This design comes from an exercise in tuning for small area, a short achievable clock period and few clock cycles on the open sky130 flow, not from production work.
The RTL was checked by simulation tests, not by an equivalence proof against the original design.

==> flow/design.v <==
`timescale 1ns/1ps
module muldiv_unit(
    input  logic clk,
    input  logic rst_n,
    input                muldiv_start, 
    input [2:0]          muldiv_op, 
    input [32-1:0]    muldiv_a, 
    input [32-1:0]    muldiv_b, 
    input [1-1:0] muldiv_hart_id, 
    input [4:0]          muldiv_rd,
    output                muldiv_busy, 
    output                muldiv_done, 
    output [32-1:0]    muldiv_result, 
    output [1-1:0] muldiv_done_hart_id, 
    output [4:0]          muldiv_done_rd
);
    logic st_mul, st_div, st_sw1, st_sw2, st_fix1, st_fix2;
    logic busy_r, done_r;
    logic [32:0] x;       
    logic [36:0] h;       
    logic [35:0] l;       
    logic [5:0]  n;       
    logic        op_div, op_rem;
    logic        sa, sb;  
    logic        sel_rem, sel_mulh;
    logic [1-1:0]  tag_hid;
    logic [5-1:0] tag_rd;
    logic c0s1, c0s2, c0n, c1s1, c1s2, c1n;
    wire [36:0] x37 = {{4{x[32]}}, x};
    wire [36:0] y0  = (({37{c0s1}} & x37) | ({37{c0s2}} & {x37[35:0], 1'b0})) ^ {37{c0n}};
    wire [34:0] y1m = (({35{c1s1}} & x37[34:0]) | ({35{c1s2}} & {x37[33:0], 1'b0})) ^ {35{c1n}};
    wire [36:0] y1  = {y1m, c1n, c1n};
    wire [36:0] cs  = h ^ y0 ^ y1;
    wire [36:0] cc  = {((h[35:0] & y0[35:0]) | (h[35:0] & y1[35:0]) | (y0[35:0] & y1[35:0])), c1n};
    wire [36:0] s   = cs + cc + {36'd0, c0n};
    wire q   = ~s[36];
    wire xnz = |x[31:0];
    logic [31:0] sm;
    always_comb begin
        sm = x[32] ? ~x[31:0] : x[31:0];    
        sm = sm | (sm >> 1);
        sm = sm | (sm >> 2);
        sm = sm | (sm >> 4);
        sm = sm | (sm >> 8);
        sm = sm | (sm >> 16);
    end
    wire [31:0] lm = sm >> 1;    
    wire [47:0] v16 = {h[32:0], l[31:17]};
    wire [35:0] v4  = {h[32:0], l[31:29]};
    wire ok16 = (n >= 6'd16) && (!xnz || ((v16 & ~{16'd0, lm}) == 48'd0));
    wire ok4  = (n >= 6'd4)  && (!xnz || ((v4  & ~{4'd0,  lm}) == 36'd0));
    wire fill = !xnz;
    wire negres = op_rem ? sa : ((sa ^ sb) && xnz);
    wire last_div = ok16 ? (n == 6'd16) : ok4 ? (n == 6'd4) : (n == 6'd1);
    function automatic [2:0] bdec(input [2:0] b);    
        case (b)
            3'b001, 3'b010: bdec = 3'b100;
            3'b011:         bdec = 3'b010;
            3'b100:         bdec = 3'b011;
            3'b101, 3'b110: bdec = 3'b101;
            default:        bdec = 3'b000;
        endcase
    endfunction
    wire in_div  = muldiv_op[2];
    wire in_sa   = in_div & ~muldiv_op[0] & muldiv_a[31];
    wire in_sb   = in_div & ~muldiv_op[0] & muldiv_b[31];
    wire a_sext  = (muldiv_op == 3'd1) || (muldiv_op == 3'd3);
    wire b_sext  = (muldiv_op == 3'd1) || (in_div && !muldiv_op[0]);
    wire idle    = !busy_r;
    wire start   = idle && muldiv_start;
    wire mul_end = st_mul && (n == 6'd1);
    wire div_end = st_div && last_div;
    wire nx_mul  = (start && !in_div) || (st_mul && !mul_end);
    wire nx_sw1  = start && in_div && in_sa;
    wire nx_sw2  = st_sw1;
    wire nx_div  = (start && in_div && !in_sa) || st_sw2 ||
                   (st_div && !last_div);
    wire nx_fix1 = div_end && negres;
    wire nx_fix2 = st_fix1;
    wire nx_done = mul_end || (div_end && !negres) || st_fix2;
    always_ff @(posedge clk or negedge rst_n) begin
        if (!rst_n) begin
            st_mul <= 1'b0; st_div <= 1'b0; st_sw1 <= 1'b0; st_sw2 <= 1'b0;
            st_fix1 <= 1'b0; st_fix2 <= 1'b0;
            busy_r <= 1'b0;
            done_r <= 1'b0;
        end else begin
            st_mul  <= nx_mul;
            st_div  <= nx_div;
            st_sw1  <= nx_sw1;
            st_sw2  <= nx_sw2;
            st_fix1 <= nx_fix1;
            st_fix2 <= nx_fix2;
            busy_r  <= nx_mul | nx_div | nx_sw1 | nx_sw2 | nx_fix1 | nx_fix2;
            done_r  <= nx_done;
        end
    end
    always_ff @(posedge clk) begin
        if (idle) begin
            {c0s1, c0s2, c0n} <= in_div ? {2'b10, ~in_sa & ~in_sb} : bdec({muldiv_a[1:0], 1'b0});
            {c1s1, c1s2, c1n} <= in_div ? 3'b000 : bdec(muldiv_a[3:1]);
        end else if (st_mul) begin
            {c0s1, c0s2, c0n} <= bdec(l[5:3]);
            {c1s1, c1s2, c1n} <= bdec(l[7:5]);
        end else begin
            {c0s1, c0s2, c0n} <= {2'b10, (st_sw1 || st_fix1) ? 1'b1 : ~sb};
            {c1s1, c1s2, c1n} <= 3'b000;
        end
    end
    always_ff @(posedge clk) begin
        if (idle) begin
            x        <= {b_sext & muldiv_b[31], muldiv_b};
            l        <= {{4{a_sext & muldiv_a[31]}}, muldiv_a};
            h        <= 37'd0;
            n        <= in_div ? 6'd33 : 6'd9;
            op_div   <= in_div;
            op_rem   <= muldiv_op[1];
            sa       <= in_sa;
            sb       <= in_sb;
            sel_rem  <= in_div & muldiv_op[1];
            sel_mulh <= ~in_div & (muldiv_op[1:0] != 2'b00);
            tag_hid  <= muldiv_hart_id;
            tag_rd   <= muldiv_rd;
        end else begin
            if (st_mul) begin
                h <= {{4{s[36]}}, s[36:4]};
                l <= {s[3:0], l[35:4]};
                n <= n - 6'd1;
            end
            if (st_sw1 || st_sw2) begin
                l <= {4'd0, s[31:0]};
                x <= {st_sw2 & sb & l[31], l[31:0]};
            end
            if (st_div) begin
                if (ok16) begin
                    h <= {4'd0, h[16:0], l[31:16]};
                    l <= {l[19:0], {16{fill}}};
                    n <= n - 6'd16;
                end else if (ok4) begin
                    h <= {4'd0, h[28:0], l[31:28]};
                    l <= {l[31:0], {4{fill}}};
                    n <= n - 6'd4;
                end else begin
                    h <= {4'd0, (q ? s[31:0] : h[31:0]), l[31]};
                    l <= {l[34:0], q};
                    n <= n - 6'd1;
                end
            end
            if (st_fix1) begin
                x <= {1'b0, (op_rem ? h[32:1] : l[31:0])};
                h <= 37'd0;
            end
            if (st_fix2) begin
                l       <= {4'd0, s[31:0]};
                sel_rem <= 1'b0;
            end
        end
    end
    assign muldiv_busy         = busy_r;
    assign muldiv_done         = done_r;
    assign muldiv_result       = sel_rem  ? h[32:1] :
                                 sel_mulh ? {h[27:0], l[35:32]} :
                                 l[31:0];
    assign muldiv_done_hart_id = tag_hid;
    assign muldiv_done_rd      = tag_rd;
endmodule
==> flow/flow/run.sh <==
#!/bin/bash
cp standard.sh standard.sh.txt
export SETUP_SLACK_MARGIN=7
bash standard.sh > standard.log 2>&1
==> flow/standard.sh <==
#!/bin/bash
# synth_recipe.tcl (not shown) runs the flow's synth.tcl, then flattens the netlist and writes it again
# the make line also repeats each setting of config.mk as NAME=value (left out here)
make -C /OpenROAD-flow-scripts/flow DESIGN_CONFIG=/design/flow/config.mk WORK_HOME=/design/flow/orfs CLKGATE_MAP_FILE= SYNTH_SCRIPT=/design/flow/synth_recipe.tcl "${@:-finish}"
==> flow/config.mk <==
export PLATFORM = sky130hd
export DESIGN_NAME = muldiv_unit
export DESIGN_NICKNAME = muldiv_unit
export VERILOG_FILES = /design/flow/design.v
export SDC_FILE = /design/flow/constraint.sdc
export NUM_CORES = 4
export LEC_CHECK = 0
export CAP_MARGIN = 20
export CORE_MARGIN = 2
export CORE_UTILIZATION = 25
export PLACE_DENSITY = 0.5
export SLEW_MARGIN = 20
==> flow/constraint.sdc <==
create_clock -name core_clock -period 11.0 [get_ports {clk}]
set_input_delay 2.2000 -clock core_clock [delete_from_list [all_inputs] [get_ports {clk}]]
set_output_delay 2.2000 -clock core_clock [all_outputs]
set_load 0.01 [all_outputs]
==> results of run 1 <==
-- state kept, by name, indices dropped and copies added (netlist names), 5 cells and up --
signal and count:
h 34, l 36, n 6, tag_rd 5, x 33
-- worst max path at each step --
stage,startpoint,end,slack (ps),depth (start not counted)
finish,h[10],l[26],6460,17
global route,x[8],l[20],6370,19
CTS,x[20],h[8],6640,17
detailed placement,c1n,h[22],5490,15
global placement,c1n,h[22],5560,15
floorplan,c1s1,l[0],6770,20
-- metrics by stage --
| stage | hold slack [ps] | std cells |
|---|---|---|
| after floorplan | 389 | 1757 |
| after global placement | 430 | 2503 |
| after detailed placement | 427 | 2503 |
| after CTS | 446 | 2640 |
| after global routing | 458 | 2688 |
| final | 450 | 2688 |
-- area by class of cell --
class | instances | area (sq um)
Multi-Input combinational cell | 1338 | 11300
Inverter | 121 | 467
Tap cell | 756 | 946
Clock buffer | 18 | 429
Sequential cell | 134 | 3610
Timing Repair Buffer | 306 | 2960
Timing Repair inverter | 1 | 11.3
Fill cell | 5884 | 36700
Clock inverter | 14 | 175
-- per-layer routing --
metal,GRT usage,share of wire,vias up
met5,0,0,-
met4,0.140,0.073,0
met3,0.0357,0.079,248
met2,0.383,0.45,979
met1,0.302,0.40,7866
li1,-,-,6805
-- synthesized netlist by cell type (13+ instances only) --
master / count / area share
sky130_fd_sc_hd__nand2_1: 161 / 0.042
sky130_fd_sc_hd__nor2_1: 124 / 0.032
sky130_fd_sc_hd__clkbuf_1: 123 / 0.032
sky130_fd_sc_hd__inv_1: 120 / 0.031
sky130_fd_sc_hd__mux2i_1: 120 / 0.083
sky130_fd_sc_hd__a21oi_1: 103 / 0.036
sky130_fd_sc_hd__o21ai_0: 92 / 0.032
sky130_fd_sc_hd__edfxtp_1: 86 / 0.18
sky130_fd_sc_hd__xnor2_1: 69 / 0.042
sky130_fd_sc_hd__a22oi_1: 68 / 0.035
sky130_fd_sc_hd__xor2_1: 49 / 0.030
sky130_fd_sc_hd__nand3_1: 46 / 0.016
sky130_fd_sc_hd__ha_1: 44 / 0.038
sky130_fd_sc_hd__a221oi_1: 43 / 0.026
sky130_fd_sc_hd__dfxtp_1: 40 / 0.056
sky130_fd_sc_hd__a211oi_1: 39 / 0.020
sky130_fd_sc_hd__fa_1: 37 / 0.051
sky130_fd_sc_hd__o22ai_1: 25 / 0.011
sky130_fd_sc_hd__nor3_1: 24 / 0.0083
sky130_fd_sc_hd__buf_2: 23 / 0.0080
sky130_fd_sc_hd__mux2_2: 22 / 0.017
sky130_fd_sc_hd__a21o_1: 20 / 0.010
sky130_fd_sc_hd__o221ai_1: 20 / 0.012
sky130_fd_sc_hd__a31oi_1: 19 / 0.0083
sky130_fd_sc_hd__nand4_1: 18 / 0.0078
sky130_fd_sc_hd__or3_1: 15 / 0.0065
sky130_fd_sc_hd__buf_1: 14 / 0.0037
sky130_fd_sc_hd__nor4_1: 13 / 0.0057
-- cells by family after synthesis --
family                     share of synthesized area
buffers and inverters                         0.0804
DFF                                            0.249
adders and majority gates                     0.0897
and+or+nand+nor                                0.146
AOI/OAI and AO/OA                              0.260
xor gates and xnor gates                      0.0718
muxes                                          0.103
-- timing repair --
action	CTS	global route
gates cloned	8	4
setup buffers	97	44
resized for setup	216	191
pin swaps	44	93
setup endpoints to repair	144	93
-- worst register-to-register path, cell delays in order (launching register included) --
cell and delay (ps):
sky130_fd_sc_hd__dfxtp_1 630, sky130_fd_sc_hd__inv_1 350, sky130_fd_sc_hd__fa_1 610, sky130_fd_sc_hd__inv_1 60, sky130_fd_sc_hd__ha_4 290, sky130_fd_sc_hd__nand4_1 200
sky130_fd_sc_hd__nor4_2 300, sky130_fd_sc_hd__nor2_1 80, sky130_fd_sc_hd__buf_4 160, sky130_fd_sc_hd__a21o_4 230, sky130_fd_sc_hd__buf_12 130, sky130_fd_sc_hd__nand2_8 70
sky130_fd_sc_hd__a31oi_4 110, sky130_fd_sc_hd__o41ai_4 280, sky130_fd_sc_hd__xor2_2 450, sky130_fd_sc_hd__o21ai_0 140, sky130_fd_sc_hd__a21oi_1 180, sky130_fd_sc_hd__a22o_1 140
==> results.rst, run 1 <==
.. list-table::
   :header-rows: 1

   * - Metric
     - Value
   * - Run status
     - finished clean
   * - Number of buffers added by the clock tree synthesis step
     - 17
   * - CTS H-Tree Depth
     - 4
   * - Die boundary width
     - ~240 microns
   * - Crit path required time
     - between 10000 and 15000 ps
   * - Largest stage delay on the critical path
     - ~630 ps
   * - Hold Path Origin
     - st_sw1
   * - Effective utilization at floorplan
     - 0.254
   * - Synthesized instance count
     - 1757
   * - Async set-reset flop share out of synthesis
     - 0.0597
   * - Count of cells along the worst register-to-register path
     - 17
   * - Clock tree root buffer cell
     - sky130_fd_sc_hd__clkbuf_16
   * - Hold worst-path end
     - st_sw2
   * - Classification of the worst-slack hold path
     - reg -> reg
   * - Via count of the first global-routing pass
     - ~15000
   * - Synthesized area divided by synthesized cell count
     - 8.19 sq um
   * - Count of unresolved DRC violations after routing
     - 0
   * - Number of clock sinks
     - approximately 130
   * - Type of the worst setup path
     - reg -> reg
   * - Clock slew at reported path FFs
     - around 70 ps
   * - Setup Viol. Count Final
     - 0
   * - Dpl cell area
     - around 0.016 sq mm
   * - Slowest-stage cell, CP
     - sky130_fd_sc_hd__dfxtp_1
   * - Most frequent standard cell in the layout excluding fill and tap cells
     - sky130_fd_sc_hd__nand2_1
   * - Upper clock frequency limit
     - 220 MHz
   * - Number of nets in the layout
     - 2076
   * - Maximum number of pins on one net before global-route repair
     - 81
   * - Detailed-route wire length
     - around 75000 microns
   * - Post-DR wirelength/cell
     - between 20 and 30 microns
   * - Max Clock Skew
     - roughly 14 ps
   * - Synth cell types
     - 86
   * - Most used cells in the layout excluding fill and tap cells
     - sky130_fd_sc_hd__nand2_1, sky130_fd_sc_hd__buf_4, sky130_fd_sc_hd__nor2_1, sky130_fd_sc_hd__mux2i_1, sky130_fd_sc_hd__inv_1
   * - Number of hold buffers added after CTS
     - 0
   * - Total grt overflow
     - 0
   * - Cell area after synthesis
     - 0.0144 sq mm
   * - Max Transition Viols Final
     - 0
   * - Actual slew at the worst max-slew pin
     - 1230 ps
   * - Antenna cell count
     - 0
   * - Height of the chip
     - about 240 microns
   * - Largest delay share family, worst path
     - compound AO/OA/AOI/OAI gates
   * - Die Footprint
     - slightly below 0.06 sq mm
   * - Clock latency (worst-skew pair)
     - between 400 and 500 ps
   * - Count of buffers from port buffering
     - between 100 and 150
   * - CP max FO
     - 7
   * - Sequential fraction of the synthesis area
     - 0.249
   * - Arrival @ worst endpoint
     - slightly below 5000 ps
   * - Final GP Congestion
     - about 0.95
   * - Post-route minimum period
     - 4540 ps
   * - Finished layout cell area
     - between 0.015 and 0.02 sq mm
   * - Number of synthesized flops with an enable pin
     - 86
   * - Final worst-path cycle share
     - 0.412
   * - Clock tree from TritonCTS
     - yes
   * - Critical Path Start Type
     - flip-flop
   * - Core Util, Final
     - 0.352
   * - Longest Clk Path Bufs
     - 2
   * - Worst R2R Start
     - h[10]
   * - Worst rel slew slack
     - 0.171
   * - Max capacitance violation total
     - 0
   * - First-pass iteration count of the detailed router
     - 9
   * - Crit-path most repeated cell
     - sky130_fd_sc_hd__inv_1
   * - Placeable Area
     - roughly 0.057 sq mm
   * - Initial antenna violation count
     - 0
   * - GR Util All Layers
     - 0.238
   * - Number of nets in the synthesized netlist
     - ~1900
   * - Chain of cells forming the critical path
     - inv_1 -> fa_1 -> inv_1 -> ha_4 -> nand4_1 -> nor4_2 -> nor2_1 -> buf_4 -> a21o_4 -> buf_12 -> nand2_8 -> a31oi_4 -> o41ai_4 -> xor2_2 -> o21ai_0 -> a21oi_1 -> a22o_1
   * - Unrepaired setup endpoints after global routing
     - yes
   * - Ports placed on the boundary
     - roughly 120
   * - Post-placement worst setup slack
     - roughly 5500 ps
   * - Kind of end point of the critical path
     - flip-flop
   * - Share of layout cells above drive strength 1
     - 0.267
   * - Aggregate negative setup slack
     - 0 ps
   * - Count of routing violations after the opening detailed-route iteration
     - just under 2000
   * - Via count of the routed design
     - between 15000 and 20000
   * - Flip-flop and latch count after synthesis
     - 134
   * - Floorplan row count
     - 87
   * - Worst Path Buf+Inv
     - 4
   * - Min setup slack post-route
     - around 6500 ps
   * - Wire length of the first global-routing pass
     - 105000 microns
   * - Hold Path Depth
     - 0
   * - Worst reg2reg setup slack
     - between 6000 and 7000 ps
   * - DRT antenna net count
     - 0
   * - Fin. Hold Viols
     - 0
   * - Layout-stage area growth over the synthesis result
     - 38.4%
   * - Destination of the worst register-to-register timing path
     - l[26]
   * - Via-per-instance ratio
     - between 5 and 6
   * - Post-DP HPWL
     - ~50000 microns
   * - Number of synthesis warnings
     - 1
   * - Most used DFF post-synth
     - sky130_fd_sc_hd__edfxtp_1
Testbench counts, summed over its fixed seeds: cycles 120,341.
==> inputs of run 2 (changes only) <==
--- a/flow/design.v
+++ b/flow/design.v
@@ -27,6 +27,5 @@
     logic [5-1:0] tag_rd;
-    logic c0s1, c0s2, c0n, c1s1, c1s2, c1n;
-    wire [36:0] x37 = {{4{x[32]}}, x};
-    wire [36:0] y0  = (({37{c0s1}} & x37) | ({37{c0s2}} & {x37[35:0], 1'b0})) ^ {37{c0n}};
-    wire [34:0] y1m = (({35{c1s1}} & x37[34:0]) | ({35{c1s2}} & {x37[33:0], 1'b0})) ^ {35{c1n}};
+    logic c0n, c1n;
+    logic [36:0] y0;
+    logic [34:0] y1m;
     wire [36:0] y1  = {y1m, c1n, c1n};
@@ -97,13 +96,29 @@
     end
+    logic [32:0] x_nx;
+    always_comb begin
+        if (idle)                     x_nx = {b_sext & muldiv_b[31], muldiv_b};
+        else if (st_sw1 || st_sw2)    x_nx = {st_sw2 & sb & l[31], l[31:0]};
+        else if (st_fix1)             x_nx = {1'b0, (op_rem ? h[32:1] : l[31:0])};
+        else                          x_nx = x;
+    end
+    logic [2:0] d0_nx, d1_nx;
+    always_comb begin
+        if (idle) begin
+            d0_nx = in_div ? {2'b10, ~in_sa & ~in_sb} : bdec({muldiv_a[1:0], 1'b0});
+            d1_nx = in_div ? 3'b000 : bdec(muldiv_a[3:1]);
+        end else if (st_mul) begin
+            d0_nx = bdec(l[5:3]);
+            d1_nx = bdec(l[7:5]);
+        end else begin
+            d0_nx = {2'b10, (st_sw1 || st_fix1) ? 1'b1 : ~sb};
+            d1_nx = 3'b000;
+        end
+    end
+    wire [36:0] xn37 = {{4{x_nx[32]}}, x_nx};
     always_ff @(posedge clk) begin
-        if (idle) begin
-            {c0s1, c0s2, c0n} <= in_div ? {2'b10, ~in_sa & ~in_sb} : bdec({muldiv_a[1:0], 1'b0});
-            {c1s1, c1s2, c1n} <= in_div ? 3'b000 : bdec(muldiv_a[3:1]);
-        end else if (st_mul) begin
-            {c0s1, c0s2, c0n} <= bdec(l[5:3]);
-            {c1s1, c1s2, c1n} <= bdec(l[7:5]);
-        end else begin
-            {c0s1, c0s2, c0n} <= {2'b10, (st_sw1 || st_fix1) ? 1'b1 : ~sb};
-            {c1s1, c1s2, c1n} <= 3'b000;
-        end
+        x   <= x_nx;
+        c0n <= d0_nx[0];
+        c1n <= d1_nx[0];
+        y0  <= (({37{d0_nx[2]}} & xn37) | ({37{d0_nx[1]}} & {xn37[35:0], 1'b0})) ^ {37{d0_nx[0]}};
+        y1m <= (({35{d1_nx[2]}} & xn37[34:0]) | ({35{d1_nx[1]}} & {xn37[33:0], 1'b0})) ^ {35{d1_nx[0]}};
     end
@@ -111,3 +126,2 @@
         if (idle) begin
-            x        <= {b_sext & muldiv_b[31], muldiv_b};
             l        <= {{4{a_sext & muldiv_a[31]}}, muldiv_a};
@@ -131,3 +145,3 @@
                 l <= {4'd0, s[31:0]};
-                x <= {st_sw2 & sb & l[31], l[31:0]};
+                h <= 37'd0;
             end
@@ -149,6 +163,7 @@
             if (st_fix1) begin
-                x <= {1'b0, (op_rem ? h[32:1] : l[31:0])};
                 h <= 37'd0;
+                l <= {4'd0, s[31:0]};
             end
             if (st_fix2) begin
+                h       <= 37'd0;
                 l       <= {4'd0, s[31:0]};
==> flow/flow/run.sh (replaced) <==
#!/bin/bash
cp standard.sh standard.sh.txt
export SETUP_SLACK_MARGIN=8
bash standard.sh > standard.log 2>&1
==> results.rst, run 2 <==
.. list-table::
   :header-rows: 1

   * - Metric
     - Value
   * - Wire length of the first global-routing pass
     - 123000 microns (+17%)
   * - Placeable Area
     - 0.0618 sq mm (+9.2%)
   * - Clock tree root buffer cell
     - sky130_fd_sc_hd__clkbuf_16
   * - Post-DP HPWL
     - 52100 microns (+3.3%)
   * - Upper clock frequency limit
     - 241 MHz (+9.3%)
   * - Via count of the routed design
     - 17600 (+11%)
   * - Layout-stage area growth over the synthesis result
     - 50.4%
   * - Type of the worst setup path
     - reg -> reg
   * - Most used cells in the layout excluding fill and tap cells
     - sky130_fd_sc_hd__buf_4, sky130_fd_sc_hd__nand2_1, sky130_fd_sc_hd__a21oi_1, sky130_fd_sc_hd__dfxtp_1, sky130_fd_sc_hd__mux2i_1
   * - Hold Path Origin
     - st_sw1
   * - Worst R2R Start
     - h[8]
   * - Synthesized area divided by synthesized cell count
     - 8.37 sq um (+2.2%)
   * - Number of buffers added by the clock tree synthesis step
     - 17 (unchanged)
   * - Ports placed on the boundary
     - 116 (unchanged)
   * - Worst rel slew slack
     - 0.241 (+0.0701)
   * - Count of buffers from port buffering
     - 115 (unchanged)
   * - Clock latency (worst-skew pair)
     - 520 ps (+70 ps)
   * - Antenna cell count
     - 0 (unchanged)
   * - Fin. Hold Viols
     - 0 (unchanged)
   * - Via count of the first global-routing pass
     - 16600 (+9.3%)
   * - Flip-flop and latch count after synthesis
     - 198 (+48%)
   * - GR Util All Layers
     - 0.268 (+0.0303)
   * - Die Footprint
     - 0.0646 sq mm (+8.5%)
   * - Final worst-path cycle share
     - 0.377 (-0.0352)
   * - Most used standard cell by instance count after synthesis
     - sky130_fd_sc_hd__o21ai_0
   * - Number of clock sinks
     - 198 (+48%)
   * - Count of unresolved DRC violations after routing
     - 0 (unchanged)
   * - Max Transition Viols Final
     - 0 (unchanged)
   * - Synth cell types
     - 90 (+4.7%)
   * - DRT antenna net count
     - 0 (unchanged)
   * - Dpl cell area
     - 0.0179 sq mm (+9.9%)
   * - Cell accounting for the most synthesized area
     - sky130_fd_sc_hd__dfxtp_1
   * - Critical Path Start Type
     - flip-flop
   * - Clock tree from TritonCTS
     - yes
   * - Cell area after synthesis
     - 0.0156 sq mm (+8.7%)
   * - Origin of the worst setup path
     - h[8]
   * - Synthesized instance count
     - 1868 (+6.3%)
   * - Sequential fraction of the synthesis area
     - 0.290 (+0.0410)
   * - Share of layout cells above drive strength 1
     - 0.336 (+0.0694)
   * - Max capacitance violation total
     - 0 (unchanged)
   * - Longest Clk Path Bufs
     - 2 (unchanged)
   * - Register with the most flip-flops
     - l
   * - Actual slew at the worst max-slew pin
     - 1140 ps (-95.0 ps)
   * - Post-route minimum period
     - 4150 ps (-387 ps)
   * - Most frequent standard cell in the layout excluding fill and tap cells
     - sky130_fd_sc_hd__buf_4
   * - Finished layout cell area
     - 0.0235 sq mm (+18%)
   * - Post-DR wirelength/cell
     - 30.0 microns (+6.8%)
   * - Aggregate negative setup slack
     - 0 ps (unchanged)
   * - Total grt overflow
     - 0 (unchanged)
   * - Via-per-instance ratio
     - 5.88 (-0.53%)
   * - Count of routing violations after the opening detailed-route iteration
     - 2326 (+18%)
   * - Leading cell types by count after synthesis
     - sky130_fd_sc_hd__o21ai_0, sky130_fd_sc_hd__nand2_1, sky130_fd_sc_hd__a21oi_1, sky130_fd_sc_hd__mux2i_1, sky130_fd_sc_hd__dfxtp_1
   * - CP max FO
     - 8 (+1)
   * - Setup Viol. Count Final
     - 0 (unchanged)
   * - Die boundary width
     - 254 microns (+4.2%)
   * - Fillers
     - 6082 (+3.4%)
   * - Proportion of netlist area held by the largest area contributor
     - 0.175 (-0.00406)
   * - Number of hold buffers added after CTS
     - 0 (unchanged)
   * - Most used DFF post-synth
     - sky130_fd_sc_hd__dfxtp_1
   * - Final GP Congestion
     - 0.943 (-0.61%)
   * - Number of nets in the layout
     - 2296 (+11%)
   * - Floorplan row count
     - 91 (+4.6%)
   * - CTS H-Tree Depth
     - 4 (unchanged)
   * - Number of synthesis warnings
     - 1 (unchanged)
   * - Number of synthesized flops with an enable pin
     - 53 (-38%)
   * - Detailed-route wire length
     - 89500 microns (+19%)
   * - Number of nets in the synthesized netlist
     - 2025 (+5.8%)
   * - First-pass iteration count of the detailed router
     - 7 (-2)
   * - Flip-flop count of the largest register after layout
     - 36 (unchanged)
   * - Maximum number of pins on one net before global-route repair
     - 65 (-20%)
   * - Async set-reset flop share out of synthesis
     - 0.0404 (-0.0193)
   * - Initial antenna violation count
     - 2 (+2)
   * - Kind of end point of the critical path
     - flip-flop
   * - Run status
     - finished clean
   * - Unrepaired setup endpoints after global routing
     - yes
   * - Crit path required time
     - 11400 ps (+80 ps)
   * - Effective utilization at floorplan
     - 0.253 (-0.00132)
   * - Clock slew at reported path FFs
     - 90 ps (+20 ps)
   * - Arrival @ worst endpoint
     - 4540 ps (-320 ps)
   * - Height of the chip
     - 254 microns (+4.2%)
   * - Max Clock Skew
     - 23.6 ps (+9.56 ps)
   * - Classification of the worst-slack hold path
     - reg -> reg
   * - Leading post-synthesis cells by cell area
     - sky130_fd_sc_hd__dfxtp_1, sky130_fd_sc_hd__edfxtp_1, sky130_fd_sc_hd__mux2i_1
==> run 2: cell type report <==
cell class	count	area, sq um	share of cell area
clock inverter	14	146	0.00622
multi-input combinational	1444	12400	0.527
clock buffer	18	450	0.0191
timing repair buffer	397	4540	0.193
tap	837	1050	0.0445
inverter	81	320	0.0136
sequential	198	4610	0.196
==> run 2: per-stage QoR <==
stage               cells  hold WS, ps  worst slack (ps)   util
floorplan            1868          372              7400      -
global placement     2714          483              6130  0.290
detailed placement   2714          499              6110  0.290
CTS                  2913          520              6930  0.352
global route         2989          531              6770  0.380
finish               2989          526              6850  0.380
==> run 2: worst paths after layout <==
check / to / slack [ps] / depth (start not counted)
setup / recovery: h[8] / 6850 / 14
max in group asynchronous: busy_r / 8730 / 1
hold reg to reg: st_sw2 / 530 / 0
min in group asynchronous: done_r / 1970 / 1
hold / removal: st_sw2 / 530 / 0
setup reg to reg: h[8] / 6850 / 14
==> run 2: cells by family after synthesis <==
family | Yosys count | share of synthesized area
flip-flops | 198 | 0.290
multiplexers | 157 | 0.103
adder cells (fa/ha/maj) | 81 | 0.0826
XOR/XNOR | 109 | 0.0610
AO/OA/AOI/OAI | 655 | 0.269
AND/OR/NAND/NOR | 437 | 0.132
buffers and inverters | 231 | 0.0624
==> run 2: per-layer routing <==
metal	global-route usage	wire [microns]	up-vias
met1	0.353	36400	8694
met4	0.135	5290	4
met3	0.0723	9560	315
met5	0.0120	27	-
met2	0.402	38300	1096
li1	-	-	7476
==> run 2: worst max-delay path, stage by stage, from the launching register on <==
cell and delay (ps):
sky130_fd_sc_hd__dfxtp_4 410, sky130_fd_sc_hd__fa_1 460, sky130_fd_sc_hd__ha_4 350, sky130_fd_sc_hd__nand4_1 240, sky130_fd_sc_hd__nor4b_4 480, sky130_fd_sc_hd__o21ai_2 150
sky130_fd_sc_hd__a311o_2 480, sky130_fd_sc_hd__a2111oi_4 470, sky130_fd_sc_hd__nor2_4 120, sky130_fd_sc_hd__buf_6 160, sky130_fd_sc_hd__buf_12 120, sky130_fd_sc_hd__buf_16 140
sky130_fd_sc_hd__mux2i_1 120, sky130_fd_sc_hd__mux2i_1 210, sky130_fd_sc_hd__o22ai_1 90
==> run 2: timing repair <==
| action | 4_1_cts | 5_1_grt |
|---|---|---|
| hold endpoints to repair | 0 | 0 |
| pin swaps | 110 | 139 |
| cloned | 35 | 9 |
| buffers inserted | 132 | 67 |
| setup endpoints to repair | 198 | 222 |
| resized for setup | 540 | 212 |
Testbench counts of run 2, summed over its fixed seeds: cycles 120,341.
==> inputs of run 3 (changes only) <==
==> flow/flow/run.sh (replaced) <==
#!/bin/bash
cp standard.sh standard.sh.txt
export SETUP_SLACK_MARGIN=7
bash standard.sh > standard.log 2>&1
--- a/flow/config.mk
+++ b/flow/config.mk
@@ -9,4 +9,4 @@
 export CORE_MARGIN = 2
-export CORE_UTILIZATION = 25
-export PLACE_DENSITY = 0.5
+export CORE_UTILIZATION = 45
+export PLACE_DENSITY = 0.65
 export SLEW_MARGIN = 20
==> results.rst, run 3 <==
.. list-table::
   :header-rows: 1

   * - Metric
     - Value
   * - Synthesized instance count
     - 1868 (unchanged)
   * - Count of unresolved DRC violations after routing
     - 0 (unchanged)
   * - GR Util All Layers
     - 0.378 (+0.109)
   * - Actual slew at the worst max-slew pin
     - 1060 ps (-73.6 ps)
   * - Clock latency (worst-skew pair)
     - 480 ps (-40 ps)
   * - Most used cells in the layout excluding fill and tap cells
     - sky130_fd_sc_hd__nand2_1, sky130_fd_sc_hd__a21oi_1, sky130_fd_sc_hd__o21ai_0, sky130_fd_sc_hd__mux2i_1, sky130_fd_sc_hd__dfxtp_1
   * - Register with the most flip-flops
     - l
   * - Fin. Hold Viols
     - 0 (unchanged)
   * - Chain of cells forming the critical path
     - buf_6 -> fa_1 -> ha_4 -> a211oi_1 -> nor2_1 -> a311o_1 -> o21ai_2 -> buf_4 -> buf_4 -> a31oi_4 -> or4b_4 -> o211ai_1 -> buf_4 -> nor2_1 -> o21a_1
   * - Wire length of the first global-routing pass
     - 101000 microns (-18%)
   * - Post-DP HPWL
     - 46100 microns (-12%)
   * - Critical Path Start Type
     - flip-flop
   * - Leading cell types by count after synthesis
     - sky130_fd_sc_hd__o21ai_0, sky130_fd_sc_hd__nand2_1, sky130_fd_sc_hd__a21oi_1, sky130_fd_sc_hd__mux2i_1, sky130_fd_sc_hd__dfxtp_1
   * - Maximum number of pins on one net before global-route repair
     - 65 (unchanged)
   * - Kind of end point of the critical path
     - flip-flop
   * - Flip-flop count of the largest register after layout
     - 36 (unchanged)
   * - Fillers
     - 3234 (-47%)
   * - Classification of the worst-slack hold path
     - reg -> reg
   * - Longest Clk Path Bufs
     - 2 (unchanged)
   * - Placeable Area
     - 0.0344 sq mm (-44%)
   * - Cell accounting for the most synthesized area
     - sky130_fd_sc_hd__dfxtp_1
   * - Setup Viol. Count Final
     - 0 (unchanged)
   * - Upper clock frequency limit
     - 243 MHz (+0.79%)
   * - Via count of the first global-routing pass
     - 15500 (-6.9%)
   * - Most used standard cell by instance count after synthesis
     - sky130_fd_sc_hd__o21ai_0
   * - Finished layout cell area
     - 0.0191 sq mm (-19%)
   * - Unrepaired setup endpoints after global routing
     - yes
   * - Count of buffers from port buffering
     - 115 (unchanged)
   * - Via count of the routed design
     - 16600 (-5.4%)
   * - Number of hold buffers added after CTS
     - 0 (unchanged)
   * - Synthesized area divided by synthesized cell count
     - 8.37 sq um (unchanged)
   * - Clock tree root buffer cell
     - sky130_fd_sc_hd__clkbuf_16
   * - CTS H-Tree Depth
     - 4 (unchanged)
   * - Floorplan row count
     - 68 (-25%)
   * - Number of clock sinks
     - 198 (unchanged)
   * - Clock slew at reported path FFs
     - 80 ps (about the same)
   * - Ports placed on the boundary
     - 116 (unchanged)
   * - Synth cell types
     - 90 (unchanged)
   * - Layout-stage area growth over the synthesis result
     - 22.3%
   * - Register area
     - 0.00458 sq mm (-0.57%)
   * - Number of nets in the layout
     - 2132 (-7.1%)
   * - First-pass iteration count of the detailed router
     - 7 (unchanged)
   * - Effective utilization at floorplan
     - 0.455 (+0.202)
   * - Max Transition Viols Final
     - 0 (unchanged)
   * - Total grt overflow
     - 0 (unchanged)
   * - Die boundary width
     - 190 microns (-25%)
   * - Leading post-synthesis cells by cell area
     - sky130_fd_sc_hd__dfxtp_1, sky130_fd_sc_hd__edfxtp_1, sky130_fd_sc_hd__mux2i_1
   * - Number of synthesis warnings
     - 1 (unchanged)
   * - Detailed-route wire length
     - 69600 microns (-22%)
   * - Initial antenna violation count
     - 6 (+4)
   * - Number of synthesized flops with an enable pin
     - 53 (unchanged)
   * - Flip-flop and latch count after synthesis
     - 198 (unchanged)
   * - Proportion of netlist area held by the largest area contributor
     - 0.175 (unchanged)
   * - Die Footprint
     - 0.0363 sq mm (-44%)
   * - Final worst-path cycle share
     - 0.374 (-0.00297)
   * - Post-DR wirelength/cell
     - 28.5 microns (-5.0%)
   * - Most frequent standard cell in the layout excluding fill and tap cells
     - sky130_fd_sc_hd__nand2_1
   * - Slowest-stage cell, CP
     - sky130_fd_sc_hd__or4b_4
   * - Dpl cell area
     - 0.0171 sq mm (-4.4%)
   * - Share of layout cells above drive strength 1
     - 0.159 (-0.177)
   * - Count of routing violations after the opening detailed-route iteration
     - 2638 (+13%)
   * - Cell area after synthesis
     - 0.0156 sq mm (unchanged)
   * - DRT antenna net count
     - 0 (unchanged)
   * - Via-per-instance ratio
     - 6.80 (+16%)
   * - Worst rel slew slack
     - 0.284 (+0.0434)
   * - Largest stage delay on the critical path
     - 530 ps (+50 ps)
   * - Sequential fraction of the synthesis area
     - 0.290 (unchanged)
   * - Clock tree from TritonCTS
     - yes
   * - Number of nets in the synthesized netlist
     - 2025 (unchanged)
   * - Arrival @ worst endpoint
     - 4340 ps (-200 ps)
   * - CP max FO
     - 9 (+1)
   * - Most used DFF post-synth
     - sky130_fd_sc_hd__dfxtp_1
   * - Max capacitance violation total
     - 0 (unchanged)
   * - Height of the chip
     - 190 microns (-25%)
   * - Run status
     - finished clean
   * - Post-route minimum period
     - 4120 ps (-32.6 ps)
   * - Multi-input gate area
     - 0.0108 sq mm (-13%)
   * - Aggregate negative setup slack
     - 0 ps (unchanged)
   * - Max Clock Skew
     - 18.3 ps (-5.36 ps)
   * - Async set-reset flop share out of synthesis
     - 0.0404 (unchanged)
   * - Final GP Congestion
     - 0.993 (+5.3%)
   * - Number of buffers added by the clock tree synthesis step
     - 17 (unchanged)
   * - Crit path required time
     - 11220 ps (-180 ps)
   * - Type of the worst setup path
     - reg -> reg
   * - Crit-path most repeated cell
     - sky130_fd_sc_hd__buf_4
[run 3: cell counts after synthesis]
No cell type changed its count.
[run 3: cells by family (layout without fill, tap and decap cells)]
group	Yosys count	in the layout	synth area share
compound gates	655	656	0.269
simple gates	437	437	0.132
buf+inv	231	350	0.0624
flops	198	198	0.290
mux	157	157	0.103
xor+xnor	109	109	0.0610
fa+ha+maj	81	81	0.0826
other cells	0	2	0
[run 3: worst max-delay path: cells and delay by family, from the launching register on]
family | cells | cell delay [ps]
buffers and inverters | 4 | 660
adders and majority gates | 2 | 770
and+or+nand+nor | 3 | 680
AOI/OAI and AO/OA | 6 | 1400
DFF | 1 | 330
[run 3: area by class of cell]
class                           instances  area share
Antenna cell                            2    0.000262
Clock buffer                           21      0.0253
Clock inverter                         11     0.00726
Inverter                               81      0.0159
Multi-Input combinational cell       1440       0.564
Sequential cell                       198       0.240
Tap cell                              455      0.0298
Timing Repair Buffer                  237       0.118
[run 3: routing by layer]
layer,share of wire,global-route usage
met1,0.40,0.514
met2,0.43,0.562
met3,0.13,0.109
met4,0.043,0.149
met5,0.0012,0
[run 3: worst paths after layout]
| kind | to | slack [ps] | depth (start not counted) | from |
|---|---|---|---|---|
| min reg2reg | st_sw2 | 510 | 0 | st_sw1 |
| min in group asynchronous | st_div | 2010 | 1 | rst_n |
| max | l[30] | 6880 | 15 | h[11] |
| max reg2reg | l[30] | 6880 | 15 | h[11] |
| min | st_sw2 | 510 | 0 | st_sw1 |
| max in group asynchronous | busy_r | 8690 | 1 | rst_n |
[run 3: what timing repair did]
item | 4_1_cts | 5_1_grt
pin swaps | 56 | 44
setup endpoints to repair | 175 | 113
resized for setup | 207 | 78
gates cloned | 6 | 1
buffers inserted | 56 | 16
[run 3: per-stage QoR]
step	utilization	worst slack (ps)	instances	hold slack (ps)
final	0.556	6880	2445	513
after global routing	0.556	6850	2443	542
after CTS	0.547	6860	2426	507
after detailed placement	0.499	5780	2332	491
after global placement	0.498	5530	2331	479
after floorplan	-	7130	1868	372
==> inputs of run 4 (changes only) <==
==> flow/flow/run.sh (replaced) <==
#!/bin/bash
cp standard.sh standard.sh.txt
export SETUP_SLACK_MARGIN=6.5
bash standard.sh > standard.log 2>&1
==> results.rst, run 4 <==
.. list-table::
   :header-rows: 1

   * - Metric
     - Value
   * - Run status
     - finished clean
   * - Aggregate negative setup slack
     - 0 ps (unchanged)
   * - Post-DR wirelength/cell
     - 27.0 microns (-5.0%)
   * - Number of clock sinks
     - 198 (unchanged)
   * - Number of nets in the layout
     - 2061 (-3.3%)
   * - Leading post-synthesis cells by cell area
     - sky130_fd_sc_hd__dfxtp_1, sky130_fd_sc_hd__edfxtp_1, sky130_fd_sc_hd__mux2i_1
   * - Clock tree from TritonCTS
     - yes
   * - Number of synthesized flops with an enable pin
     - 53 (unchanged)
   * - Longest Clk Path Bufs
     - 2 (unchanged)
   * - Synth cell types
     - 90 (unchanged)
   * - Wire length of the first global-routing pass
     - 96000 microns (-5.0%)
   * - Clock tree root buffer cell
     - sky130_fd_sc_hd__clkbuf_16
   * - Sequential fraction of the synthesis area
     - 0.290 (unchanged)
   * - Final worst-path cycle share
     - 0.408 (+0.0339)
   * - Critical Path Start Type
     - flip-flop
   * - Number of nets in the synthesized netlist
     - 2025 (unchanged)
   * - Die boundary width
     - 190 microns (unchanged)
   * - Kind of end point of the critical path
     - output port
   * - Antenna cell count
     - 0 (-2)
   * - Detailed-route wire length
     - 64100 microns (-7.9%)
   * - Worst rel slew slack
     - 0.259 (-0.0253)
   * - Total grt overflow
     - 0 (unchanged)
   * - Top Usage Layer GRT
     - met2
   * - Classification of the worst-slack hold path
     - reg -> reg
   * - Via-per-instance ratio
     - 6.64 (-2.3%)
   * - Most used cells in the layout excluding fill and tap cells
     - sky130_fd_sc_hd__o21ai_0, sky130_fd_sc_hd__nand2_1, sky130_fd_sc_hd__a21oi_1, sky130_fd_sc_hd__mux2i_1, sky130_fd_sc_hd__dfxtp_1
   * - Arrival @ worst endpoint
     - 2290 ps (-2050 ps)
   * - GR Util All Layers
     - 0.354 (-0.0240)
   * - First-pass iteration count of the detailed router
     - 6 (-1)
   * - Via count of the first global-routing pass
     - 15000 (-3.0%)
   * - Async set-reset flop share out of synthesis
     - 0.0404 (unchanged)
   * - Count of routing violations after the opening detailed-route iteration
     - 2381 (-9.7%)
   * - Flip-flop count of the largest register after layout
     - 36 (unchanged)
   * - Final GP Congestion
     - 0.995 (+0.16%)
   * - Cell area after synthesis
     - 0.0156 sq mm (unchanged)
   * - Die Footprint
     - 0.0363 sq mm (unchanged)
   * - Flip-flop and latch count after synthesis
     - 198 (unchanged)
   * - Most used DFF post-synth
     - sky130_fd_sc_hd__dfxtp_1
   * - Met2 track demand over resource
     - 0.530 (-0.0323)
   * - Number of buffers added by the clock tree synthesis step
     - 17 (unchanged)
   * - Via count of the routed design
     - 15800 (-5.3%)
   * - Count of buffers from port buffering
     - 115 (unchanged)
   * - Max Transition Viols Final
     - 0 (unchanged)
   * - CTS H-Tree Depth
     - 4 (unchanged)
   * - Most frequent standard cell in the layout excluding fill and tap cells
     - sky130_fd_sc_hd__o21ai_0
   * - Layout-stage area growth over the synthesis result
     - 14.8%
   * - Max Clock Skew
     - 21.3 ps (+3.05 ps)
   * - Initial antenna violation count
     - 0 (-6)
   * - Clock slew at reported path FFs
     - 80 ps (about the same)
   * - Register with the most flip-flops
     - l
   * - Number of synthesis warnings
     - 1 (unchanged)
   * - Fin. Hold Viols
     - 0 (unchanged)
   * - Crit path required time
     - 8800 ps (-2420 ps)
   * - Setup Viol. Count Final
     - 0 (unchanged)
   * - Height of the chip
     - 190 microns (unchanged)
   * - Maximum number of pins on one net before global-route repair
     - 65 (unchanged)
   * - Floorplan row count
     - 68 (unchanged)
   * - Max capacitance violation total
     - 0 (unchanged)
   * - Placeable Area
     - 0.0344 sq mm (unchanged)
   * - Actual slew at the worst max-slew pin
     - 1100 ps (+36.2 ps)
   * - Type of the worst setup path
     - reg -> out
   * - Post-route minimum period
     - 4490 ps (+373 ps)
   * - Ports placed on the boundary
     - 116 (unchanged)
   * - Leading cell types by count after synthesis
     - sky130_fd_sc_hd__o21ai_0, sky130_fd_sc_hd__nand2_1, sky130_fd_sc_hd__a21oi_1, sky130_fd_sc_hd__mux2i_1, sky130_fd_sc_hd__dfxtp_1
   * - Post-DP HPWL
     - 45800 microns (-0.54%)
   * - Effective utilization at floorplan
     - 0.455 (unchanged)
   * - Cell accounting for the most synthesized area
     - sky130_fd_sc_hd__dfxtp_1
   * - Number of standard cells in the final layout excluding fillers
     - 2372 (-3.0%)
   * - Placed cell count
     - 2331 (-0.043%)
   * - Proportion of netlist area held by the largest area contributor
     - 0.175 (unchanged)
   * - Count of unresolved DRC violations after routing
     - 0 (unchanged)
   * - Clock latency (worst-skew pair)
     - 480 ps (about the same)
   * - Share of layout cells above drive strength 1
     - 0.0861 (-0.0729)
   * - Unrepaired setup endpoints after global routing
     - yes
   * - CP max FO
     - 10 (+1)
   * - Synthesized area divided by synthesized cell count
     - 8.37 sq um (unchanged)
   * - DRT antenna net count
     - 0 (unchanged)
   * - Met1 global-route usage
     - 0.491 (-0.0234)
   * - Grt met3 use
     - 0.0797 (-0.0293)
   * - Synthesized instance count
     - 1868 (unchanged)
   * - Most used standard cell by instance count after synthesis
     - sky130_fd_sc_hd__o21ai_0
   * - Upper clock frequency limit
     - 223 MHz (-8.3%)
==> run 4: final cells by class <==
cell class | count | area (sq um)
fillers | 3255 | 16400
clock inverters | 11 | 90.1
repair buffers | 167 | 1600
well taps | 455 | 569
inverters | 81 | 304
multi-input cells | 1439 | 10400
clock buffers | 21 | 460
flip-flops and latches | 198 | 4550
==> run 4: final timing paths <==
| check | endpoint | start | slack (ps) | cells past startpoint |
|---|---|---|---|---|
| worst max register to register | h[32] | h[15] | 6590 | 11 |
| max in group asynchronous | busy_r | rst_n | 8730 | 1 |
| min in group asynchronous | busy_r | rst_n | 1990 | 1 |
| worst min-delay path | st_sw2 | st_sw1 | 510 | 0 |
| worst min register to register | st_sw2 | st_sw1 | 510 | 0 |
| worst max-delay path | muldiv_result[6] | l[6] | 6510 | 3 |
==> run 4: repair_timing <==
action | in CTS | in global routing
hold buffers | 0 | 0
setup endpoints to repair | 84 | 57
setup buffers | 5 | 3
gates cloned | 0 | 0
gates resized for setup | 17 | 24
pin swaps | 2 | 4
==> run 4: logic make-up after synthesis <==
family,count (synthesis),synth area share
xor+xnor,109,0.0610
flops,198,0.290
compound gates,655,0.269
buf+inv,231,0.0624
simple gates,437,0.132
mux,157,0.103
fa+ha+maj,81,0.0826
==> run 4: per-stage QoR <==
step / util / instance area, sq um / hold slack [ps] / setup slack [ps]
after floorplan: - / 15600 / 372 / 6930
after global placement: 0.498 / 17100 / 487 / 5760
after detailed placement: 0.499 / 17100 / 490 / 5900
after CTS: 0.518 / 17800 / 509 / 6520
after global routing: 0.522 / 18000 / 537 / 6450
final: 0.522 / 18000 / 514 / 6510
==> run 4: worst max-delay path: stages (launching register included) <==
cell and delay (ps):
sky130_fd_sc_hd__edfxtp_1 790, sky130_fd_sc_hd__mux2i_1 140, sky130_fd_sc_hd__o21ai_0 280, sky130_fd_sc_hd__clkdlybuf4s50_1 610
==> run 4: metal layers <==
layer | vias up | wire, microns
met4 | 0 | 2470
li1 | 6978 | -
met1 | 7611 | 26700
met3 | 157 | 7360
met2 | 1007 | 27600
met5 | - | 0
==> inputs of run 5 (changes only) <==
==> flow/flow/run.sh (replaced) <==
#!/bin/bash
cp standard.sh standard.sh.txt
export SETUP_SLACK_MARGIN=7
bash standard.sh > standard.log 2>&1
--- a/flow/config.mk
+++ b/flow/config.mk
@@ -9,4 +9,4 @@
 export CORE_MARGIN = 2
-export CORE_UTILIZATION = 45
-export PLACE_DENSITY = 0.65
+export CORE_UTILIZATION = 50
+export PLACE_DENSITY = 0.7
 export SLEW_MARGIN = 20
==> results.rst, run 5 <==
.. list-table::
   :header-rows: 1

   * - Metric
     - Value
   * - Run status
     - finished clean
   * - Type of the worst setup path
     - reg -> reg
   * - Clock slew at reported path FFs
     - 100 ps (+20 ps)
   * - Flip-flop and latch count after synthesis
     - 198 (unchanged)
   * - Post-route minimum period
     - 4110 ps (-381 ps)
   * - Synth cell types
     - 90 (unchanged)
   * - Async set-reset flop share out of synthesis
     - 0.0404 (unchanged)
   * - Most frequent standard cell in the layout excluding fill and tap cells
     - sky130_fd_sc_hd__nand2_1
   * - Share of layout cells above drive strength 1
     - 0.154 (+0.0682)
   * - Detailed-route wire length
     - 69000 microns (+7.6%)
   * - Aggregate negative setup slack
     - 0 ps (unchanged)
   * - Number of nets in the synthesized netlist
     - 2025 (unchanged)
   * - GR Util All Layers
     - 0.412 (+0.0580)
   * - Ports placed on the boundary
     - 116 (unchanged)
   * - Layout-stage area growth over the synthesis result
     - 20.5%
   * - Max Transition Viols Final
     - 0 (unchanged)
   * - Most used cells in the layout excluding fill and tap cells
     - sky130_fd_sc_hd__nand2_1, sky130_fd_sc_hd__a21oi_1, sky130_fd_sc_hd__o21ai_0, sky130_fd_sc_hd__mux2i_1, sky130_fd_sc_hd__dfxtp_1
   * - Fin. Hold Viols
     - 0 (unchanged)
   * - Die Footprint
     - 0.0327 sq mm (-9.8%)
   * - CP max FO
     - 3 (-7)
   * - Fillers
     - 2677 (-18%)
   * - Clock latency (worst-skew pair)
     - 490 ps (about the same)
   * - Height of the chip
     - 181 microns (-5.0%)
   * - DRT antenna net count
     - 0 (unchanged)
   * - Maximum number of pins on one net before global-route repair
     - 65 (unchanged)
   * - Floorplan row count
     - 64 (-5.9%)
   * - Classification of the worst-slack hold path
     - reg -> reg
   * - Longest Clk Path Bufs
     - 2 (unchanged)
   * - Effective utilization at floorplan
     - 0.510 (+0.0549)
   * - Crit path required time
     - 11370 ps (+2570 ps)
   * - Number of clock sinks
     - 198 (unchanged)
   * - Via count of the first global-routing pass
     - 15200 (+1.5%)
   * - CTS H-Tree Depth
     - 4 (unchanged)
   * - Number of buffers added by the clock tree synthesis step
     - 17 (unchanged)
   * - Register area
     - 0.00458 sq mm (+0.52%)
   * - Upper clock frequency limit
     - 243 MHz (+9.3%)
   * - Most used standard cell by instance count after synthesis
     - sky130_fd_sc_hd__o21ai_0
   * - Count of routing violations after the opening detailed-route iteration
     - 2623 (+10%)
   * - Post-DP HPWL
     - 45700 microns (-0.34%)
   * - Arrival @ worst endpoint
     - 4480 ps (+2190 ps)
   * - Actual slew at the worst max-slew pin
     - 1100 ps (+3.62 ps)
   * - Leading cell types by count after synthesis
     - sky130_fd_sc_hd__o21ai_0, sky130_fd_sc_hd__nand2_1, sky130_fd_sc_hd__a21oi_1, sky130_fd_sc_hd__mux2i_1, sky130_fd_sc_hd__dfxtp_1
   * - Total grt overflow
     - 0 (unchanged)
   * - Max capacitance violation total
     - 0 (unchanged)
   * - Clock tree from TritonCTS
     - yes
   * - Via count of the routed design
     - 16600 (+5.4%)
   * - Sequential fraction of the synthesis area
     - 0.290 (unchanged)
   * - Initial antenna violation count
     - 3 (+3)
   * - Proportion of netlist area held by the largest area contributor
     - 0.175 (unchanged)
   * - Cell accounting for the most synthesized area
     - sky130_fd_sc_hd__dfxtp_1
   * - Number of synthesized flops with an enable pin
     - 53 (unchanged)
   * - Post-DR wirelength/cell
     - 29.1 microns (+7.6%)
   * - First-pass iteration count of the detailed router
     - 8 (+2)
   * - Worst rel slew slack
     - 0.259 (+0.000404)
   * - Via-per-instance ratio
     - 7.00 (+5.4%)
   * - Number of synthesis warnings
     - 1 (unchanged)
   * - Flip-flop count of the largest register after layout
     - 36 (unchanged)
   * - Core Util, Final
     - 0.614 (+0.0919)
   * - Max Clock Skew
     - 23.6 ps (+2.30 ps)
   * - Multi-input gate area
     - 0.0107 sq mm (+3.4%)
   * - Final worst-path cycle share
     - 0.373 (-0.0346)
   * - Wire length of the first global-routing pass
     - 101000 microns (+4.8%)
   * - Clock tree root buffer cell
     - sky130_fd_sc_hd__clkbuf_16
   * - Leading post-synthesis cells by cell area
     - sky130_fd_sc_hd__dfxtp_1, sky130_fd_sc_hd__edfxtp_1, sky130_fd_sc_hd__mux2i_1
   * - Most used DFF post-synth
     - sky130_fd_sc_hd__dfxtp_1
   * - Placeable Area
     - 0.0307 sq mm (-11%)
   * - Synthesized instance count
     - 1868 (unchanged)
   * - Critical Path Start Type
     - flip-flop
   * - Register with the most flip-flops
     - l
   * - Unrepaired setup endpoints after global routing
     - yes
   * - Number of nets in the layout
     - 2115 (+2.6%)
   * - Die boundary width
     - 181 microns (-5.0%)
   * - Count of buffers from port buffering
     - 115 (unchanged)
   * - Number of hold buffers added after CTS
     - 0 (unchanged)
   * - Final GP Congestion
     - 1.03 (+3.2%)
   * - Kind of end point of the critical path
     - flip-flop
   * - Setup Viol. Count Final
     - 0 (unchanged)
   * - Count of unresolved DRC violations after routing
     - 0 (unchanged)
   * - Dpl cell area
     - 0.0170 sq mm (-0.55%)
   * - Synthesized area divided by synthesized cell count
     - 8.37 sq um (unchanged)
   * - Cell area after synthesis
     - 0.0156 sq mm (unchanged)
   * - Finished layout cell area
     - 0.0188 sq mm (+4.9%)
run 5: metal layers:
metal | vias to the layer above | share of wire | track usage
met2 | 1359 | 0.41 | 0.580
met5 | - | 0.00019 | 0
li1 | 7084 | - | -
met3 | 303 | 0.14 | 0.132
met4 | 2 | 0.064 | 0.232
met1 | 7849 | 0.38 | 0.553
run 5: path summary, 6_finish.rpt:
check	depth (start not counted)	endpoint	start	slack (ps)
setup / recovery	16	h[26]	h[0]	6890
setup reg to reg	16	h[26]	h[0]	6890
min in group asynchronous	1	busy_r	rst_n	2000
hold / removal	0	st_sw2	st_sw1	520
hold reg to reg	0	st_sw2	st_sw1	520
max in group asynchronous	1	busy_r	rst_n	8710
run 5: what timing repair did:
item	CTS	global route
pin swaps	41	31
gates cloned	6	1
gates resized for setup	203	92
endpoints found under the setup margin	152	130
buffers inserted	43	14
run 5: through the flow:
stage,setup WS [ps],hold slack [ps],instances
CTS,6830,511,2352
finish,6890,519,2371
global route,6840,521,2367
floorplan,7130,372,1868
global placement,5800,480,2270
detailed placement,5790,493,2271
run 5: kinds of logic (layout without fill, tap and decap cells):
logic type               Yosys count  after routing  share of synthesized area
adder cells (fa/ha/maj)           81             81                     0.0826
other                              0              4                          0
XOR/XNOR                         109            109                     0.0610
multiplexers                     157            157                      0.103
AO/OA/AOI/OAI                    655            656                      0.269
flip-flops                       198            198                      0.290
buffers and inverters            231            333                     0.0624
AND/OR/NAND/NOR                  437            437                      0.132
run 5: layout make-up:
cell class | instances | area share
Multi-Input combinational cell | 1440 | 0.570
Clock inverter | 15 | 0.0115
Tap cell | 396 | 0.0263
Sequential cell | 198 | 0.243
Inverter | 81 | 0.0163
Clock buffer | 17 | 0.0226
Antenna cell | 4 | 0.000531
Timing Repair Buffer | 220 | 0.110
run 5: worst max-delay path, cell delays in order, from the launching register on:
cell                       delay (ps)
sky130_fd_sc_hd__dfxtp_4          360
sky130_fd_sc_hd__ha_1             300
sky130_fd_sc_hd__mux2i_2          230
sky130_fd_sc_hd__inv_1             90
sky130_fd_sc_hd__fa_2             360
sky130_fd_sc_hd__a21o_1           190
sky130_fd_sc_hd__a311o_1          310
sky130_fd_sc_hd__nor4b_4          170
sky130_fd_sc_hd__o21ai_2          230
sky130_fd_sc_hd__buf_4            170
sky130_fd_sc_hd__a31oi_4          100
sky130_fd_sc_hd__or4b_2           660
sky130_fd_sc_hd__o211ai_1         220
sky130_fd_sc_hd__buf_4            200
sky130_fd_sc_hd__a21oi_1           90
sky130_fd_sc_hd__a21oi_1          210
sky130_fd_sc_hd__a21oi_1           90
==> inputs of run 6 (changes only) <==
--- a/flow/config.mk
+++ b/flow/config.mk
@@ -9,4 +9,4 @@
 export CORE_MARGIN = 2
-export CORE_UTILIZATION = 50
-export PLACE_DENSITY = 0.7
+export CORE_UTILIZATION = 25
+export PLACE_DENSITY = 0.5
 export SLEW_MARGIN = 20
==> results.rst, run 6 <==
.. list-table::
   :header-rows: 1

   * - Metric
     - Value
   * - Run status
     - finished clean
   * - Cell accounting for the most synthesized area
     - sky130_fd_sc_hd__dfxtp_1
   * - Post-DR wirelength/cell
     - 26.4 microns (-9.3%)
   * - Core Util, Final
     - 0.318 (-0.296)
   * - Fillers
     - 6418 (+140%)
   * - Number of hold buffers added after CTS
     - 0 (unchanged)
   * - Fin. Hold Viols
     - 0 (unchanged)
   * - Post-DP HPWL
     - 51100 microns (+12%)
   * - Actual slew at the worst max-slew pin
     - 1150 ps (+46.6 ps)
   * - Number of synthesis warnings
     - 1 (unchanged)
   * - Detailed-route wire length
     - 74200 microns (+7.6%)
   * - Total grt overflow
     - 0 (unchanged)
   * - CP max FO
     - 8 (+5)
   * - Initial antenna violation count
     - 1 (-2)
   * - Antenna cell count
     - 0 (-4)
   * - Unrepaired setup endpoints after global routing
     - yes
   * - Number of standard cells in the final layout excluding fillers
     - 2813 (+19%)
   * - Max capacitance violation total
     - 0 (unchanged)
   * - Clock tree from TritonCTS
     - yes
   * - Register with the most flip-flops
     - l
   * - Die boundary width
     - 254 microns (+41%)
   * - Leading cell types by count after synthesis
     - sky130_fd_sc_hd__o21ai_0, sky130_fd_sc_hd__nand2_1, sky130_fd_sc_hd__a21oi_1, sky130_fd_sc_hd__mux2i_1, sky130_fd_sc_hd__dfxtp_1
   * - Wire length of the first global-routing pass
     - 108000 microns (+7.0%)
   * - Number of clock sinks
     - 198 (unchanged)
   * - Clock latency (worst-skew pair)
     - 520 ps (+30 ps)
   * - Sequential fraction of the synthesis area
     - 0.290 (unchanged)
   * - Crit path required time
     - 11340 ps (-30 ps)
   * - Setup Viol. Count Final
     - 0 (unchanged)
   * - Flip-flop and latch count after synthesis
     - 198 (unchanged)
   * - Number of synthesized flops with an enable pin
     - 53 (unchanged)
   * - Count of unresolved DRC violations after routing
     - 0 (unchanged)
   * - Flip-flop count of the largest register after layout
     - 36 (unchanged)
   * - Classification of the worst-slack hold path
     - reg -> reg
   * - Longest Clk Path Bufs
     - 2 (unchanged)
   * - Synthesized instance count
     - 1868 (unchanged)
   * - Most used cells in the layout excluding fill and tap cells
     - sky130_fd_sc_hd__nand2_1, sky130_fd_sc_hd__a21oi_1, sky130_fd_sc_hd__o21ai_0, sky130_fd_sc_hd__mux2i_1, sky130_fd_sc_hd__dfxtp_1
   * - Arrival @ worst endpoint
     - 4430 ps (-50 ps)
   * - Max Transition Viols Final
     - 0 (unchanged)
   * - Cell area after synthesis
     - 0.0156 sq mm (unchanged)
   * - Leading post-synthesis cells by cell area
     - sky130_fd_sc_hd__dfxtp_1, sky130_fd_sc_hd__edfxtp_1, sky130_fd_sc_hd__mux2i_1
   * - Ports placed on the boundary
     - 116 (unchanged)
   * - Most used standard cell by instance count after synthesis
     - sky130_fd_sc_hd__o21ai_0
   * - Worst rel slew slack
     - 0.231 (-0.0280)
   * - Share of layout cells above drive strength 1
     - 0.172 (+0.0173)
   * - Register area
     - 0.00459 sq mm (+0.22%)
   * - Via count of the routed design
     - 16200 (-2.6%)
   * - Multi-input gate area
     - 0.0109 sq mm (+1.6%)
   * - Type of the worst setup path
     - reg -> reg
   * - GR Util All Layers
     - 0.228 (-0.184)
   * - Die Footprint
     - 0.0646 sq mm (+97%)
   * - Layout-stage area growth over the synthesis result
     - 25.7%
   * - Most used DFF post-synth
     - sky130_fd_sc_hd__dfxtp_1
   * - Final worst-path cycle share
     - 0.372 (-0.00174)
   * - Proportion of netlist area held by the largest area contributor
     - 0.175 (unchanged)
   * - Placeable Area
     - 0.0618 sq mm (+100%)
   * - Upper clock frequency limit
     - 245 MHz (+0.47%)
   * - Aggregate negative setup slack
     - 0 ps (unchanged)
   * - Clock slew at reported path FFs
     - 90 ps (about the same)
   * - Via-per-instance ratio
     - 5.75 (-18%)
   * - Most frequent standard cell in the layout excluding fill and tap cells
     - sky130_fd_sc_hd__nand2_1
   * - Effective utilization at floorplan
     - 0.253 (-0.257)
   * - Count of buffers from port buffering
     - 115 (unchanged)
   * - Maximum number of pins on one net before global-route repair
     - 65 (unchanged)
   * - Height of the chip
     - 254 microns (+41%)
   * - Placed cell count
     - 2715 (+20%)
   * - Clock tree root buffer cell
     - sky130_fd_sc_hd__clkbuf_16
   * - Kind of end point of the critical path
     - flip-flop
   * - Floorplan row count
     - 91 (+42%)
   * - Synth cell types
     - 90 (unchanged)
   * - DRT antenna net count
     - 0 (unchanged)
   * - Count of routing violations after the opening detailed-route iteration
     - 2070 (-21%)
   * - First-pass iteration count of the detailed router
     - 8 (unchanged)
   * - Number of buffers added by the clock tree synthesis step
     - 17 (unchanged)
   * - CTS H-Tree Depth
     - 4 (unchanged)
   * - Post-route minimum period
     - 4090 ps (-19.2 ps)
   * - Dpl cell area
     - 0.0176 sq mm (+3.4%)
   * - Number of nets in the layout
     - 2120 (+0.24%)
   * - Async set-reset flop share out of synthesis
     - 0.0404 (unchanged)
   * - Synthesized area divided by synthesized cell count
     - 8.37 sq um (unchanged)
   * - Via count of the first global-routing pass
     - 15400 (+1.3%)
   * - Number of nets in the synthesized netlist
     - 2025 (unchanged)
   * - Finished layout cell area
     - 0.0197 sq mm (+4.3%)
   * - Max Clock Skew
     - 19.6 ps (-3.99 ps)
   * - Final GP Congestion
     - 0.936 (-8.9%)
   * - Critical Path Start Type
     - flip-flop
-- run 6: critical path, cell delays in order (launching register included) --
cell and delay, ps:
sky130_fd_sc_hd__dfxtp_4 460, sky130_fd_sc_hd__fa_1 480, sky130_fd_sc_hd__ha_4 310, sky130_fd_sc_hd__nand4_1 190
sky130_fd_sc_hd__nor4b_4 480, sky130_fd_sc_hd__o21ai_2 140, sky130_fd_sc_hd__a311o_2 420, sky130_fd_sc_hd__a211o_4 360
sky130_fd_sc_hd__nor2_4 220, sky130_fd_sc_hd__buf_12 150, sky130_fd_sc_hd__buf_16 130, sky130_fd_sc_hd__buf_6 100
sky130_fd_sc_hd__mux2_4 290, sky130_fd_sc_hd__nand3_2 80, sky130_fd_sc_hd__a31oi_2 80
-- run 6: routing by layer --
metal | wire [microns] | part of all wire | global-route usage | vias to the layer above
met4 | 3040 | 0.041 | 0.0948 | 2
met2 | 33100 | 0.45 | 0.355 | 878
li1 | - | - | - | 7096
met5 | 13 | 0.00018 | 0 | -
met1 | 31600 | 0.43 | 0.304 | 8011
met3 | 6500 | 0.088 | 0.0498 | 175
-- run 6: final cells by class --
cell class              count  area share
repair buffers            226       0.114
clock inverters            11     0.00439
inverters                  81      0.0155
flip-flops and latches    198       0.233
well taps                 837      0.0533
clock buffers              21      0.0251
multi-input cells        1439       0.555
-- run 6: cells by family (layout without fill, tap and decap cells) --
kind of cell               after synthesis  in the layout  synth area share
muxes                                  157            157             0.103
xor gates and xnor gates               109            109            0.0610
adders and majority gates               81             81            0.0826
and+or+nand+nor                        437            437             0.132
AOI/OAI and AO/OA                      655            655             0.269
buffers and inverters                  231            339            0.0624
DFF                                    198            198             0.290
-- run 6: worst paths after layout --
| check | cells past startpoint | to | slack [ps] | start |
|---|---|---|---|---|
| min reg2reg | 0 | st_sw2 | 530 | st_sw1 |
| max | 14 | h[29] | 6910 | h[7] |
| max in group asynchronous | 1 | busy_r | 8750 | rst_n |
| min | 0 | st_sw2 | 530 | st_sw1 |
| max reg2reg | 14 | h[29] | 6910 | h[7] |
| min in group asynchronous | 1 | st_sw2 | 1960 | rst_n |
-- run 6: what timing repair did --
| item | 4_1_cts | 5_1_grt |
|---|---|---|
| setup endpoints to repair | 181 | 108 |
| resized for setup | 287 | 70 |
| cloned | 7 | 2 |
| pin swaps | 67 | 61 |
| buffers inserted | 41 | 15 |
-- run 6: metrics by stage --
step | hold WS, ps | setup slack, ps
after floorplan | 372 | 7130
after global placement | 476 | 6000
after detailed placement | 501 | 5810
after CTS | 520 | 6870
after global routing | 538 | 6850
final | 532 | 6910

separate check: timing with driven ports:
How much do the figures lean on ideal ports? The routed layouts below were timed once more, with nothing changed but the port constraints. Step 1 assumes that a clkbuf_16 drives the clock port and a buf_2 every other input. Step 2 times the ports against the registers' clock, not the clock port: input delays grow and output delays shrink by t, the midpoint of the rising clock arrivals with the driver on. Three values: no drivers, after step 1, after step 2; two values: the first two.
| run | shift t [ns] | slack for setup (ns) | worst setup path at the end | worst register clock-pin slew, ns | cell pins on the clock port's net |
|---|---|---|---|---|---|
| run 1 | 0.501 | 6.465 / 6.465 / 6.465 | register to register | 0.07 / 0.07 | 1 |
| run 2 | 0.565 | 6.851 / 6.851 / 6.851 | register to register | 0.09 / 0.09 | 1 |
| run 3 | 0.524 | 6.884 / 6.884 / 6.560 | input to register | 0.09 / 0.09 | 1 |
| run 4 | 0.528 | 6.511 / 6.456 / 6.159 | input to register | 0.09 / 0.09 | 1 |
| run 5 | 0.537 | 6.892 / 6.885 / 6.491 | input to register | 0.10 / 0.10 | 1 |
| run 6 | 0.566 | 6.911 / 6.884 / 6.535 | input to register | 0.09 / 0.09 | 1 |
After both steps setup and hold are still met in every run listed. The setup slack of run 5, which loses most, moves by -0.007 ns with the drivers and by -0.401 ns with both steps.
